Context: an optimization exercise on an open-source flow, tuned for small area. The choices shown serve that exercise and are no tape-out recipe. Where RTL was checked, it was by simulation tests only, not by an equivalence proof against the original. Power figures rest on the tool's default switching activity, not on a simulated workload.

== run A ==
==> flow/design.v <==
module avalon_csr
(
	input  wire         clk,
	input  wire         rst,
	output wire         mm_waitrequest,
	output wire [31:0]  mm_readdata,
	output wire         mm_readdatavalid,
	input  wire [31:0]  mm_writedata,
	input  wire [9:0]   mm_address,
	input  wire         mm_write,
	input  wire         mm_read,
	output wire [31:0]  reg0,
	output wire [31:0]  reg1,
	output wire [31:0]  reg2,
	output wire [31:0]  reg3,
	output wire [31:0]  reg4
);
reg [31:0] regs [0:7];
reg        rvalid;
reg [7:0]  rsel;
wire        hit = (mm_address[9:5] == 5'd0) && (mm_address[1:0] == 2'd0);
wire [31:0] wdata = mm_writedata & {32{~rst}};
genvar i;
generate
	for (i = 0; i < 8; i = i + 1) begin : g_reg
		always @(posedge clk)
			if (rst || (mm_write && hit && mm_address[4:2] == i))
				regs[i] <= wdata;
	end
endgenerate
always @(posedge clk) begin
	rvalid <= mm_read & ~rst;
end
generate
	for (i = 0; i < 8; i = i + 1) begin : g_sel
		always @(posedge clk)
			rsel[i] <= hit && (mm_address[4:2] == i);
	end
endgenerate
reg [31:0] rdata;
integer k;
always @(*) begin
	rdata = 32'd0;
	for (k = 0; k < 8; k = k + 1)
		rdata = rdata | (regs[k] & {32{rsel[k]}});
end
assign mm_waitrequest   = 1'b0;
assign mm_readdatavalid = rvalid;
assign mm_readdata      = rdata;
assign reg0 = regs[0];
assign reg1 = regs[1];
assign reg2 = regs[2];
assign reg3 = regs[3];
assign reg4 = regs[4];
endmodule
module dma_from_sdram
(
	input  wire        clk,
	input  wire        rst,
	input  wire        start,
	input  wire [28:0] begin_address,
	input  wire [31:0] size_buffer,
	output wire [28:0] sdram0_data_address,
	input  wire        sdram0_data_waitrequest,
	input  wire [47:0] sdram0_data_readdata,
	input  wire        sdram0_data_readdatavalid,
	output wire        sdram0_data_read,
	output wire [7:0]  sdram0_data_burstcount,
	output wire [9:0]  dist_address,
	output wire [47:0] dist_data,
	output wire        write_enable
);
localparam IDLE = 3'd0, READ = 3'd1, RESP = 3'd2, WRITE = 3'd3, STOP = 3'd4;
reg [2:0]  state;
reg [28:0] addr;
reg [31:0] count;
reg [47:0] data;
wire [31:0] count_inc = count + 32'd1;
always @(posedge clk) begin
	data <= sdram0_data_readdata;
	if (state == IDLE && start)
		addr <= begin_address;
	else if (state == WRITE)
		addr <= addr + 29'd1;
	if (rst) begin
		state <= IDLE;
		count <= 32'd0;
	end else begin
		case (state)
			IDLE:  if (start) state <= READ;
			READ:  if (!sdram0_data_waitrequest) state <= RESP;
			RESP:  if (sdram0_data_readdatavalid) state <= WRITE;
			WRITE: begin
				count <= count_inc;
				state <= (count_inc == size_buffer) ? STOP : READ;
			end
			default: state <= STOP;
		endcase
	end
end
assign sdram0_data_address    = addr;
assign sdram0_data_read       = (state == READ);
assign sdram0_data_burstcount = 8'd1;
assign dist_address           = count[9:0];
assign dist_data              = data;
assign write_enable           = (state == WRITE);
endmodule
module matrix
(
	input  wire        rst_n,
	input  wire        clk,
	output reg         r0,
	output reg         g0,
	output reg         b0,
	output reg         r1,
	output reg         g1,
	output reg         b1,
	output reg         r2,
	output reg         g2,
	output reg         b2,
	output reg         r3,
	output reg         g3,
	output reg         b3,
	output wire [2:0]  a,
	output wire        blank,
	output reg         sclk,
	output wire        latch,
	output wire [9:0]  mem_address,
	input  wire        mem_enable,
	input  wire [47:0] mem_output_data
);
reg [12:0] t;
reg        first;
reg [1:0]  rd_bit;
reg [2:0]  rd_row;
wire shifting = (t[12:9] == 4'd0);
wire neg = &t[12:9];
reg  expire;
always @(*) begin
	if (first)
		expire = ~t[12] & t[9] & t[8] & t[7] & t[6];               
	else
		case (rd_bit)
			2'd1: expire = ~t[12] & t[9] & t[8] & t[7] & t[5] & t[3] & t[2];           
			2'd2: expire = ~t[12] & t[10] & t[9] & t[8] & t[6] & t[5] & t[3] & t[2];   
			2'd3: expire = ~t[12] & t[11] & t[10] & t[9] & t[7] & t[6] & t[5] & t[3] & t[2];  
			default: expire = ~t[9] & t[12] & t[11] & t[10] & t[8] & t[7] & t[6] & t[5] & t[3] & t[2];  
		endcase
end
wire late   = neg & t[4] & (t[3] | (t[2] & t[1]));    
wire at_m1  = neg & (t[4:0] == 5'b11111);    
wire [11:0] bits;
genvar i;
generate
	for (i = 0; i < 12; i = i + 1) begin : g_bit
		wire [3:0] nib = mem_output_data[4*i+3:4*i];
		assign bits[i] = nib[rd_bit] & mem_enable;
	end
endgenerate
always @(posedge clk) begin
	if (rst_n) begin
		t      <= 13'd0;
		first  <= 1'b1;
		rd_bit <= 2'd0;
		rd_row <= 3'd0;
		sclk   <= 1'b0;
		{r3, g3, b3, r2, g2, b2, r1, g1, b1, r0, g0, b0} <= 12'd0;
	end else begin
		if (expire)
			t <= -13'sd19;
		else
			t <= t + 13'd1;
		if (at_m1) begin
			first  <= 1'b0;
			rd_bit <= rd_bit + 2'd1;
			if (rd_bit == 2'd3)
				rd_row <= rd_row + 3'd1;
		end
		sclk <= shifting && (t[1:0] == 2'd3);
		if (shifting && t[1:0] == 2'd1)
			{r3, g3, b3, r2, g2, b2, r1, g1, b1, r0, g0, b0} <= bits;
	end
end
assign blank = neg ? ~at_m1 : first;
assign latch = late & ~at_m1;
wire a_lags = (rd_bit == 2'd0) & ~first & ~late;
assign a = rd_row - {2'd0, a_lags};
assign mem_address = {rd_row, shifting ? t[8:2] : 7'd0};
endmodule
module memory_mux (
	input  wire [9:0]  slave_0_dist_address,
	input  wire [47:0] slave_0_dist_data,
	input  wire        slave_0_write_enable,
	input  wire [9:0]  slave_1_dist_address,
	output wire [9:0]  master_dist_address,
	output wire [47:0] master_dist_data,
	output wire        master_write_enable,
	input  wire        mux
);
assign master_dist_address = mux ? slave_1_dist_address : slave_0_dist_address;
assign master_dist_data    = slave_0_dist_data;
assign master_write_enable = ~mux & slave_0_write_enable;
endmodule
module led_matrix_soc (
	input  wire         clk,
	input  wire         rst,
	output wire         mm_waitrequest,
	output wire [31:0]  mm_readdata,
	output wire         mm_readdatavalid,
	input  wire [31:0]  mm_writedata,
	input  wire [9:0]   mm_address,
	input  wire         mm_write,
	input  wire         mm_read,
	output wire [28:0]  sdram_address,
	input  wire         sdram_waitrequest,
	input  wire [63:0]  sdram_readdata,
	input  wire         sdram_readdatavalid,
	output wire         sdram_read,
	output wire [7:0]   sdram_burstcount,
	output wire [9:0]   ram_address,
	output wire [47:0]  ram_data,
	output wire         ram_wren,
	input  wire [47:0]  ram_q,
	output wire         r0,
	output wire         g0,
	output wire         b0,
	output wire         r1,
	output wire         g1,
	output wire         b1,
	output wire         r2,
	output wire         g2,
	output wire         b2,
	output wire         r3,
	output wire         g3,
	output wire         b3,
	output wire [2:0]   a,
	output wire         blank,
	output wire         sclk,
	output wire         latch
);
wire [31:0] dma_start;
wire [31:0] begin_dma_address;
wire [31:0] size_of_buffer;
wire [31:0] mem_mux;
wire [31:0] matrix_rst;
wire [47:0] dist_dma;
wire        write_enable;
wire [9:0]  dist_address;
wire [9:0]  matrix_memory_address;
avalon_csr avalon_csr (
	.clk              (clk),
	.rst              (rst),
	.mm_waitrequest   (mm_waitrequest),
	.mm_readdata      (mm_readdata),
	.mm_readdatavalid (mm_readdatavalid),
	.mm_writedata     (mm_writedata),
	.mm_address       (mm_address),
	.mm_write         (mm_write),
	.mm_read          (mm_read),
	.reg0             (dma_start),
	.reg1             (begin_dma_address),
	.reg2             (size_of_buffer),
	.reg3             (mem_mux),
	.reg4             (matrix_rst)
);
matrix matrix (
	.rst_n            (matrix_rst[0]),
	.clk              (clk),
	.r0               (r0),
	.g0               (g0),
	.b0               (b0),
	.r1               (r1),
	.g1               (g1),
	.b1               (b1),
	.r2               (r2),
	.g2               (g2),
	.b2               (b2),
	.r3               (r3),
	.g3               (g3),
	.b3               (b3),
	.a                (a),
	.blank            (blank),
	.sclk             (sclk),
	.latch            (latch),
	.mem_address      (matrix_memory_address),
	.mem_enable       (mem_mux[0]),
	.mem_output_data  (ram_q)
);
dma_from_sdram dma_from_sdram (
	.clk                       (clk),
	.rst                       (rst),
	.start                     (dma_start[0]),
	.begin_address             (begin_dma_address[28:0]),
	.size_buffer               (size_of_buffer),
	.sdram0_data_address       (sdram_address),
	.sdram0_data_waitrequest   (sdram_waitrequest),
	.sdram0_data_readdata      (sdram_readdata[47:0]),
	.sdram0_data_readdatavalid (sdram_readdatavalid),
	.sdram0_data_read          (sdram_read),
	.sdram0_data_burstcount    (sdram_burstcount),
	.dist_address              (dist_address),
	.dist_data                 (dist_dma),
	.write_enable              (write_enable)
);
memory_mux memory_mux (
	.slave_0_dist_address (dist_address),
	.slave_0_dist_data    (dist_dma),
	.slave_0_write_enable (write_enable),
	.slave_1_dist_address (matrix_memory_address),
	.master_dist_address  (ram_address),
	.master_dist_data     (ram_data),
	.master_write_enable  (ram_wren),
	.mux                  (mem_mux[0])
);
endmodule
clock: 5.0 ns
lec_check: 0
cap_margin: 20
core_margin: 2
core_utilization: 65
cts_buf_list: sky130_fd_sc_hd__clkbuf_16
cts_cluster_diameter: 300
cts_cluster_size: 20
slew_margin: 20
standard.sh (not shown) runs the stock make flow with config.mk's settings and CLKGATE_MAP_FILE= SYNTH_SCRIPT=/design/flow/synth_recipe.tcl, a recipe that flattens the netlist after the stock synthesis.
==> flow/flow/run.sh <==
#!/bin/bash
# The standard layout (the standard.sh, standard synthesis unchanged),
# with each port buffered by the smallest buffer cell instead of the
# default clkdlybuf4s50_1.
set -euo pipefail
bash standard.sh "BUFFER_PORTS_ARGS=-buffer_cell sky130_fd_sc_hd__buf_1" finish > flow_standard.log 2>&1
Having completed the whole flow, run A delivered a layout that passed the timing, DRC and antenna checks.
Edits applied to the flow inputs when going from run A to run B:
- CTS_CLUSTER_SIZE: 20 -> 40
- CTS_CLUSTER_DIAMETER: 300 -> 60
==> notes.md <==
Clock group share of total power on run B is up relative to run A.
Run B: measured slew at the worst slew-check pin 34 ps above run A
Worst min-delay path class: reg2reg -> run A, in2reg -> run B
Run A → run B: total CTS buffers picked up an extra 3; sequential power neither gained nor lost much; die height neither gained nor lost much.
For run C, these inputs were changed with respect to run B:
- a change of CTS_CLUSTER_DIAMETER from 60 to 100
- a change of CORE_UTILIZATION from 65 to 80
- a change of CTS_CLUSTER_SIZE from 40 to 25
Notes after the runs:
Going from run B to run C, count of clock buffers in the final design shrank by more than a quarter.
Changes observed in run C relative to run B: non-clock buffering overhead in the final layout now sits higher; combinational power now sits higher; buffer count excluding the clock tree in the final layout now sits higher; post-route standard cell area excluding fillers now sits lower.
Run C — insertion delay to the later sink of the worst-skew pair 40 ps lower, run B as reference
Run C did not stop at any stage, and its layout met the timing, DRC and antenna checks.
Run C vs. run B: met2 usage in global routing went up by 25 points.
## Diff of input files: run D against run C
- CORE_UTILIZATION now 65, was 80
### Flow results
- Sort run C and run D by sequential power desc -> top: run C
- Changes observed in run D relative to run C: flip-flop and latch count was more or less identical, number of filler instances in the final layout rose 1,025.
- Wire: run D routes less than run C
- Between run C and run D, the area growth from synthesis to layout is lower for run C.
- The buffer count excluding the clock tree in the final layout in run D was lower than what run C gave.
- Die area was lower in run C than in run D.
- Summary: total power, run D better than run C
No run of this note included a check of the RTL's function; only the layout flow was run.

========
== before ==
// led_matrix_soc: RTL as listed in full above, without the edits since
export LEC_CHECK = 0
export CAP_MARGIN = 20
export CORE_MARGIN = 2
export CORE_UTILIZATION = 65
export CTS_BUF_LIST = sky130_fd_sc_hd__clkbuf_16
export CTS_CLUSTER_DIAMETER = 50
export CTS_CLUSTER_SIZE = 30
export SLEW_MARGIN = 20
create_clock -name core_clock -period 5.0 [get_ports {clk}]
Scripts as last shown in full above: flow/flow/run.sh
before did not stop at any stage, and its layout met the timing, DRC and antenna checks.
#### Input delta (after over before)
- changing CTS_CLUSTER_SIZE from 30 to 25
- changing CTS_CLUSTER_DIAMETER from 50 to 200
## What came out
Compared to before, after shows a narrower setup margin. after vs before — final cell count dropped slightly. Est. power | after vs before | after lower. The run showing the greater clock power is before. Comparing before against after, there is no change at all in non-clock buffer count. When after is set beside before, its sequential fraction of total cell area turns out to be 2.1 points larger.
No run of this note included a check of the RTL's function; only the layout flow was run.

========
led_matrix_soc, a different RTL version from the one above (not shown whole).
Size: about 1000 cells after synthesis, roughly 310 I/O pins, roughly 16000 um^2 of cells after synthesis.
export LEC_CHECK = 0
export CAP_MARGIN = 20
export CORE_MARGIN = 2
export CORE_UTILIZATION = 65
export SLEW_MARGIN = 20
create_clock -name core_clock -period 5.0 [get_ports {clk}]
==> flow/flow/run.sh <==
#!/bin/bash
# The standard layout (the standard.sh, standard synthesis unchanged),
# with each port buffered by the smallest buffer cell instead of the
# default clkdlybuf4s50_1, and a clock tree of clkbuf_8 without dummy loads.
set -euo pipefail
bash standard.sh "BUFFER_PORTS_ARGS=-buffer_cell sky130_fd_sc_hd__buf_1" \
  "CTS_ARGS=-sink_clustering_enable -repair_clock_nets -sink_clustering_size 15 -sink_clustering_max_diameter 100 -buf_list sky130_fd_sc_hd__clkbuf_8 -dont_use_dummy_load" \
  finish > flow_standard.log 2>&1
The baseline finished with timing, DRC and antenna clean.
Next try:
==> flow/flow/run.sh (replaced) <==
#!/bin/bash
# The standard layout (the standard.sh, standard synthesis unchanged),
# with each port buffered by the smallest buffer cell instead of the
# default clkdlybuf4s50_1, and cells on paths with slack to spare sized
# down after global routing (ORFS's RECOVER_POWER step).
set -euo pipefail
bash standard.sh "BUFFER_PORTS_ARGS=-buffer_cell sky130_fd_sc_hd__buf_1" RECOVER_POWER=100 finish > flow_standard.log 2>&1
--- a/flow/config.mk
+++ b/flow/config.mk
@@ -9,3 +9,6 @@
 export CORE_MARGIN = 2
 export CORE_UTILIZATION = 65
+export CTS_BUF_LIST = sky130_fd_sc_hd__clkbuf_8
+export CTS_CLUSTER_DIAMETER = 100
+export CTS_CLUSTER_SIZE = 15
 export SLEW_MARGIN = 20
After rerunning:
- This time the run reached the layout checks and failed them: capacitance limit, slew limit
- global-route usage grows by 0.14 points
- maximum frequency goes down by roughly a tenth
- sequential share of layout area hardly moves
Next try:
==> flow/flow/run.sh (replaced) <==
#!/bin/bash
# The standard layout (the standard.sh, standard synthesis unchanged),
# with each port buffered by the smallest buffer cell instead of the
# default clkdlybuf4s50_1, and a clock tree of clkbuf_16 without dummy loads.
set -euo pipefail
bash standard.sh "BUFFER_PORTS_ARGS=-buffer_cell sky130_fd_sc_hd__buf_1" \
  "CTS_ARGS=-sink_clustering_enable -repair_clock_nets -sink_clustering_size 22 -sink_clustering_max_diameter 100 -buf_list sky130_fd_sc_hd__clkbuf_16 -dont_use_dummy_load" \
  finish > flow_standard.log 2>&1
--- a/flow/config.mk
+++ b/flow/config.mk
@@ -9,6 +9,3 @@
 export CORE_MARGIN = 2
 export CORE_UTILIZATION = 65
-export CTS_BUF_LIST = sky130_fd_sc_hd__clkbuf_8
-export CTS_CLUSTER_DIAMETER = 100
-export CTS_CLUSTER_SIZE = 15
 export SLEW_MARGIN = 20
Outcome:
- The changed run finished clean
- register-to-register slack improved by 0.27 ns
- power went up by about 2.5%
- non-clock buffer count is unchanged
- wire length increases by 0.55%
Next try:
==> flow/flow/run.sh (replaced) <==
#!/bin/bash
# The standard layout (the standard.sh, standard synthesis unchanged),
# with each port buffered by the smallest buffer cell instead of the
# default clkdlybuf4s50_1, and a clock tree of clkbuf_4 without dummy loads.
set -euo pipefail
bash standard.sh "BUFFER_PORTS_ARGS=-buffer_cell sky130_fd_sc_hd__buf_1" \
  "CTS_ARGS=-sink_clustering_enable -repair_clock_nets -sink_clustering_size 8 -sink_clustering_max_diameter 100 -buf_list sky130_fd_sc_hd__clkbuf_4 -dont_use_dummy_load" \
  finish > flow_standard.log 2>&1
After rerunning:
- wire length goes down by about 0.4%
- via count goes up by about 1.3%
- power goes down by 4.2%
- area after synthesis does not change
Next try:
==> flow/flow/run.sh (replaced) <==
#!/bin/bash
# The standard layout (the standard.sh, standard synthesis unchanged),
# with each port buffered by the smallest buffer cell instead of the
# default clkdlybuf4s50_1, and a clock tree of clkbuf_8 without dummy loads.
set -euo pipefail
bash standard.sh "BUFFER_PORTS_ARGS=-buffer_cell sky130_fd_sc_hd__buf_1" \
  "CTS_ARGS=-sink_clustering_enable -repair_clock_nets -sink_clustering_size 15 -sink_clustering_max_diameter 100 -buf_list sky130_fd_sc_hd__clkbuf_8 -dont_use_dummy_load" \
  finish > flow_standard.log 2>&1
--- a/flow/config.mk
+++ b/flow/config.mk
@@ -8,4 +8,4 @@
 export CAP_MARGIN = 20
 export CORE_MARGIN = 2
-export CORE_UTILIZATION = 65
+export CORE_UTILIZATION = 55
 export SLEW_MARGIN = 20
Design area goes up slightly.
Register-to-register slack degrades by 0.08 ns.
Synthesized area does not change.
Clock power stays flat.
Critical path depth does not change.

-- re-timing with driven ports --
No port has a modelled driver above. Below, the same layouts with a new extraction and two added sets of constraints.
Step 1 assumes that a clkbuf_16 drives the clock port and a buf_2 every other input.
Step 2 adds t to the input delays and takes it off the output delays; t is the mean of the earliest and latest rising clock arrival at the registers after step 1. Input paths then give back, and output paths get back, about the clock's delay inside the block.
Three values: no drivers, after step 1, after step 2; two values: the first two.
| run | t (ns) | setup WS [ns] | worst setup path at the end | clock arrival spread, ns |
|---|---|---|---|---|
| run A | 0.591 | 1.220 / 1.171 / 1.417 | input to register | 0.019 / 0.019 |
| run B | 0.629 | 1.211 / 1.163 / 1.440 | input to register | 0.033 / 0.033 |
| run C | 0.589 | 1.169 / 1.118 / 1.350 | input to register | 0.031 / 0.031 |
| run D | 0.584 | 1.260 / 1.214 / 1.440 | input to register | 0.024 / 0.024 |
| before | 0.576 | 1.294 / 1.247 / 1.430 | input to register | 0.042 / 0.043 |
| after | 0.589 | 1.263 / 1.213 / 1.424 | input to register | 0.037 / 0.036 |
| the first run of note 3 | 0.619 | 1.171 / 1.171 / 1.171 | register to register | 0.050 / 0.049 |
| the second run of note 3 | 0.639 | 0.769 / 0.782 / 0.142 | input to register | 0.023 / 0.023 |
| the third run of note 3 | 0.551 | 1.218 / 1.218 / 1.218 | register to register | 0.048 / 0.048 |
| the fourth run of note 3 | 0.699 | 1.210 / 1.210 / 1.210 | register to register | 0.104 / 0.103 |
| the fifth run of note 3 | 0.629 | 1.133 / 1.133 / 1.133 | register to register | 0.065 / 0.065 |
The setup slack of the second run of note 3, which loses most, moves by +0.013 ns with the drivers and by -0.627 ns with both steps.
